From an optimization exercise on the open Yosys and OpenROAD flow, aimed at small area, a short achievable clock period and few clock cycles; shortcuts taken in it are not production practice. RTL that was checked went through simulation tests only; none was proved equivalent to the original. Power figures rest on the tool's default switching activity, not on a simulated workload.

==> flow/design.v (excerpt) <==
module main(input clk, input rst, input start, input [31:0] n, input [63:0] exponent,
    output ready, output done, output [31:0] prime1
    );
==> module main, before the edit <==
module main(input clk, input rst, input start, input [31:0] n, input [63:0] exponent,
    output ready, output done, output [31:0] prime1
    );
	localparam ITER = 4;
	localparam K    = 36 / ITER;      
	reg st_idle, st_norm, st_dbl, st_n3, st_mul, st_conv, st_fin, st_gcd;
	reg        done_r;
	reg [31:0] a;         
	reg [63:0] er;        
	reg [6:0]  bl;        
	reg [6:0]  cnt;
	reg        first;     
	reg [33:0] v;
	reg [35:0] S, C;      
	reg [ITER-1:0] xb;    
	reg [ITER-1:0] xyl;   
	reg [ITER-1:0] u;     
	reg [33:0] n3;        
	assign ready  = st_idle;
	assign done   = done_r;
	assign prime1 = a;
	reg         cin;      
	wire [35:0] s_nx, c_nx;
	wire        cin_nx;
	modBigNumbers mont (.s(S), .c(C), .cin(cin), .x(xb), .y(v), .xyl(xyl), .u(u), .number(a), .n3(n3),
		.so(s_nx), .co(c_nx), .cout(cin_nx));
	wire [ITER-1:0] u_nx;
	montInv minv (.n(n[ITER-1:0]), .u(u_nx));
	wire [36:0] pa = st_conv ? {1'b0, S} :
	                 st_fin  ? 37'd0 :
	                 st_gcd  ? {1'b0, S} :
	                 st_n3   ? {4'd0, a, 1'b0} : {2'b00, v, 1'b0};
	wire [36:0] pb = st_conv ? {1'b0, C} :
	                 st_fin  ? {1'b1, ~{2'b00, v}} :
	                 st_n3   ? {5'd0, a} : ~{5'd0, a};
	wire        pc = st_conv ? cin : !st_n3;
	wire [37:0] sum2 = {pa, 1'b1} + {pb, pc};
	wire [36:0] sum  = sum2[37:1];
	wire        neg = sum[36];
	wire [33:0] v_dbl  = neg ? {v[32:0], 1'b0} : sum[33:0];
	wire [33:0] v_conv = er[59] ? {sum[32:0], 1'b0} : sum[33:0];
	wire        normdone = er[63] | (bl == 7'd4);
	wire [3:0]  P = er[63:60];
	wire [35:0] vpad = {2'b00, v};
	wire        b_eq_a = (S == {4'd0, a});
	reg  [31:0] mask;
	reg  [6:0]  cnt0;     
	integer     bi;
	always @(*) begin
		mask = 32'd0;
		cnt0 = 7'd36;
		for (bi = 0; bi < 32; bi = bi + 1) begin
			if (a[bi]) mask = {32{1'b1}} >> (31 - bi);
			if (n[bi]) cnt0 = 7'd35 - bi[6:0];
		end
	end
	wire [33:0] v_init = {2'b00, (~a & mask) | 32'd1};
	wire        dbl_now = !first && cnt != 0;
	wire [ITER-1:0] xb_nx = st_conv ? v_conv[ITER-1:0] : st_mul ? vpad[ITER*(cnt+1) +: ITER] : v[ITER-1:0];
	wire [ITER-1:0] yl_nx = st_conv ? v_conv[ITER-1:0] : v[ITER-1:0];
	wire [ITER-1:0] xyl_nx = xb_nx * yl_nx;
	always @(posedge clk) begin
		xb  <= xb_nx;
		xyl <= xyl_nx;
		S   <= 36'd0;
		C   <= 36'd0;
		cin <= 1'b0;
		if (st_fin) S <= sum[35:0];       
		if (st_gcd) begin
			if (!S[0])
				S <= S[1] ? {1'b0, S[35:1]} : {2'b00, S[35:2]};
			else if (neg)                  
				S <= {4'd0, a};
			else
				S <= sum[1] ? sum[36:1] : {1'b0, sum[36:2]};
		end
		if (st_mul) begin
			S   <= s_nx;
			C   <= c_nx;
			cin <= cin_nx;
		end
		if (st_idle) begin
			a   <= n;
			u   <= u_nx;
			er  <= exponent;
			bl  <= 7'd64;
			first <= 1'b1;
			cnt <= cnt0;
		end
		if (st_norm) begin
			first <= 1'b0;
			if (first)
				v   <= v_init;
			else if (cnt != 0) begin
				v   <= v_dbl;
				cnt <= cnt - 7'd1;
			end
			if (!normdone) begin
				er <= {er[62:0], 1'b0};
				bl <= bl - 7'd1;
			end
			else begin
				bl  <= bl - 7'd4;
				cnt <= cnt - {6'd0, dbl_now} + {3'b000, P};
			end
		end
		if (st_dbl) begin
			if (cnt != 0) begin
				v   <= v_dbl;
				cnt <= cnt - 7'd1;
			end
		end
		if (st_n3)
			n3  <= sum[33:0];
		if (st_mul) begin
			cnt <= cnt + 7'd1;
		end
		if (st_conv) begin
			v   <= v_conv;
			er  <= {er[62:0], 1'b0};
			bl  <= bl - 7'd1;
			cnt <= 7'd0;
		end
		if (st_gcd && S[0] && !b_eq_a && neg)
			a <= S[31:0];
		done_r <= 1'b0;
		if (rst) begin
			st_idle <= 1'b1;
			st_norm <= 1'b0;
			st_dbl  <= 1'b0;
			st_n3   <= 1'b0;
			st_mul  <= 1'b0;
			st_conv <= 1'b0;
			st_fin  <= 1'b0;
			st_gcd  <= 1'b0;
		end
		else begin
			if (st_idle && start) begin
				st_idle <= 1'b0;
				st_norm <= 1'b1;
			end
			if (st_norm && normdone) begin
				st_norm <= 1'b0;
				st_dbl  <= 1'b1;
			end
			if (st_dbl && cnt[6:1] == 6'd0) begin
				st_dbl <= 1'b0;
				st_n3  <= 1'b1;
			end
			if (st_n3) begin
				st_n3  <= 1'b0;
				if (bl == 0) st_fin <= 1'b1;
				else         st_mul <= 1'b1;
			end
			if (st_mul && cnt == K - 1) begin
				st_mul  <= 1'b0;
				st_conv <= 1'b1;
			end
			if (st_conv) begin
				st_conv <= 1'b0;
				if (bl == 7'd1) st_fin <= 1'b1;
				else            st_mul <= 1'b1;
			end
			if (st_fin) begin
				st_fin <= 1'b0;
				st_gcd <= 1'b1;
			end
			if (st_gcd && S[0] && b_eq_a) begin
				st_gcd  <= 1'b0;
				st_idle <= 1'b1;
				done_r  <= 1'b1;
			end
		end
	end
endmodule
Settings: LEC_CHECK=0, CAP_MARGIN=20, CORE_MARGIN=2, CORE_UTILIZATION=55, SETUP_SLACK_MARGIN=3.5, SLEW_MARGIN=20, SYNTH_MEMORY_MAX_BITS=65536; clock period 8.0 ns.
standard.sh (not shown) runs the stock make flow with config.mk's settings and CLKGATE_MAP_FILE= SYNTH_SCRIPT=/design/flow/synth_recipe.tcl, a recipe that flattens the netlist after the stock synthesis.
==> flow/flow/run.sh <==
#!/bin/bash
set -euo pipefail
export BUFFER_PORTS_ARGS="-buffer_cell sky130_fd_sc_hd__buf_1"
bash standard.sh > standard.log 2>&1
Edit:
--- a/flow/design.v
+++ b/flow/design.v
@@ -2139,41 +2139,43 @@
 	wire        cin_nx;
 	modBigNumbers mont (.s(S), .c(C), .cin(cin), .x(xb), .y(v), .xyl(xyl), .u(u), .number(a), .n3(n3),
 		.so(s_nx), .co(c_nx), .cout(cin_nx));
 	wire [ITER-1:0] u_nx;
 	montInv minv (.n(n[ITER-1:0]), .u(u_nx));
 	wire [36:0] pa = st_conv ? {1'b0, S} :
-	                 st_fin  ? 37'd0 :
+	                 (st_fin | first) ? 37'd0 :
 	                 st_gcd  ? {1'b0, S} :
 	                 st_n3   ? {4'd0, a, 1'b0} : {2'b00, v, 1'b0};
 	wire [36:0] pb = st_conv ? {1'b0, C} :
 	                 st_fin  ? {1'b1, ~{2'b00, v}} :
 	                 st_n3   ? {5'd0, a} : ~{5'd0, a};
 	wire        pc = st_conv ? cin : !st_n3;
 	wire [37:0] sum2 = {pa, 1'b1} + {pb, pc};
 	wire [36:0] sum  = sum2[37:1];
 	wire        neg = sum[36];
 	wire [33:0] v_dbl  = neg ? {v[32:0], 1'b0} : sum[33:0];
-	wire [33:0] v_conv = er[59] ? {sum[32:0], 1'b0} : sum[33:0];
+	wire [33:0] v_conv = er[63] ? {sum[32:0], 1'b0} : sum[33:0];
 	wire        normdone = er[63] | (bl == 7'd4);
 	wire [3:0]  P = er[63:60];
 	wire [35:0] vpad = {2'b00, v};
 	wire        b_eq_a = (S == {4'd0, a});
 	reg  [31:0] mask;
 	reg  [6:0]  cnt0;     
 	integer     bi;
 	always @(*) begin
 		mask = 32'd0;
 		cnt0 = 7'd36;
-		for (bi = 0; bi < 32; bi = bi + 1) begin
-			if (a[bi]) mask = {32{1'b1}} >> (31 - bi);
-			if (n[bi]) cnt0 = 7'd35 - bi[6:0];
-		end
+		for (bi = 0; bi < 32; bi = bi + 1)
+			if (a[bi]) begin
+				mask = {32{1'b1}} >> (31 - bi);
+				cnt0 = 7'd35 - bi[6:0];
+			end
 	end
-	wire [33:0] v_init = {2'b00, (~a & mask) | 32'd1};
+	wire [33:0] v_init = {2'b00, sum[31:0] & mask};
 	wire        dbl_now = !first && cnt != 0;
+	wire [6:0]  cnt_cur = first ? cnt0 : cnt;
 	wire [ITER-1:0] xb_nx = st_conv ? v_conv[ITER-1:0] : st_mul ? vpad[ITER*(cnt+1) +: ITER] : v[ITER-1:0];
 	wire [ITER-1:0] yl_nx = st_conv ? v_conv[ITER-1:0] : v[ITER-1:0];
 	wire [ITER-1:0] xyl_nx = xb_nx * yl_nx;
 	always @(posedge clk) begin
 		xb  <= xb_nx;
 		xyl <= xyl_nx;
@@ -2197,29 +2199,31 @@
 		if (st_idle) begin
 			a   <= n;
 			u   <= u_nx;
 			er  <= exponent;
 			bl  <= 7'd64;
 			first <= 1'b1;
-			cnt <= cnt0;
 		end
 		if (st_norm) begin
 			first <= 1'b0;
-			if (first)
+			if (first) begin
 				v   <= v_init;
+				cnt <= cnt0;
+			end
 			else if (cnt != 0) begin
 				v   <= v_dbl;
 				cnt <= cnt - 7'd1;
 			end
 			if (!normdone) begin
 				er <= {er[62:0], 1'b0};
 				bl <= bl - 7'd1;
 			end
 			else begin
+				er  <= {er[59:0], 4'd0};
 				bl  <= bl - 7'd4;
-				cnt <= cnt - {6'd0, dbl_now} + {3'b000, P};
+				cnt <= cnt_cur - {6'd0, dbl_now} + {3'b000, P};
 			end
 		end
 		if (st_dbl) begin
 			if (cnt != 0) begin
 				v   <= v_dbl;
 				cnt <= cnt - 7'd1;
The changed run completed with no timing, DRC or antenna violations.
Synthesized area increases by 2.0%.
Final area rises by 3.3%.
Non-clock buffer count goes up by 33.
Utilization goes up by 0.59 points.
Register-to-register slack gets better by 0.04 ns.
Cell count rises by 0.31%.
Worst hold slack is better by 0.096 ns.
Power fell by 27%.
Fmax rises by 0.91%.
Global-route usage went down by 0.67 points.
Routed wire length grows by 1.8%.
Testbench counts after the change, summed over its fixed seeds: cycles 98,636.
No functional check of the RTL was part of the first run of this note.

[afterwards: timing with drivers on the ports]
The results above use ideal ports. As a check the final layouts listed here were re-extracted and re-timed, cells and wires unchanged. Step 1 (the two cells are an assumption about what drives the block):
set clk [get_ports {clk}]
set_driving_cell -lib_cell sky130_fd_sc_hd__clkbuf_16 $clk
set_driving_cell -lib_cell sky130_fd_sc_hd__buf_2 [delete_from_list [all_inputs] $clk]
Step 2 times the ports against the registers' clock, not the clock port: input delays grow and output delays shrink by t, the midpoint of the rising clock arrivals with the driver on. a / b / c = ideal ports / drivers / drivers and shift; a / b = the first two.
run	t, ns	setup slack, ns	hold slack, ns	latest minus earliest clock arrival (ns)
the first run	0.635	3.464 / 3.464 / 3.464	0.481 / 0.481 / 0.481	0.021 / 0.021
the second run	0.615	3.505 / 3.505 / 3.505	0.578 / 0.578 / 0.578	0.028 / 0.027
After both steps every run listed still meets setup and hold.
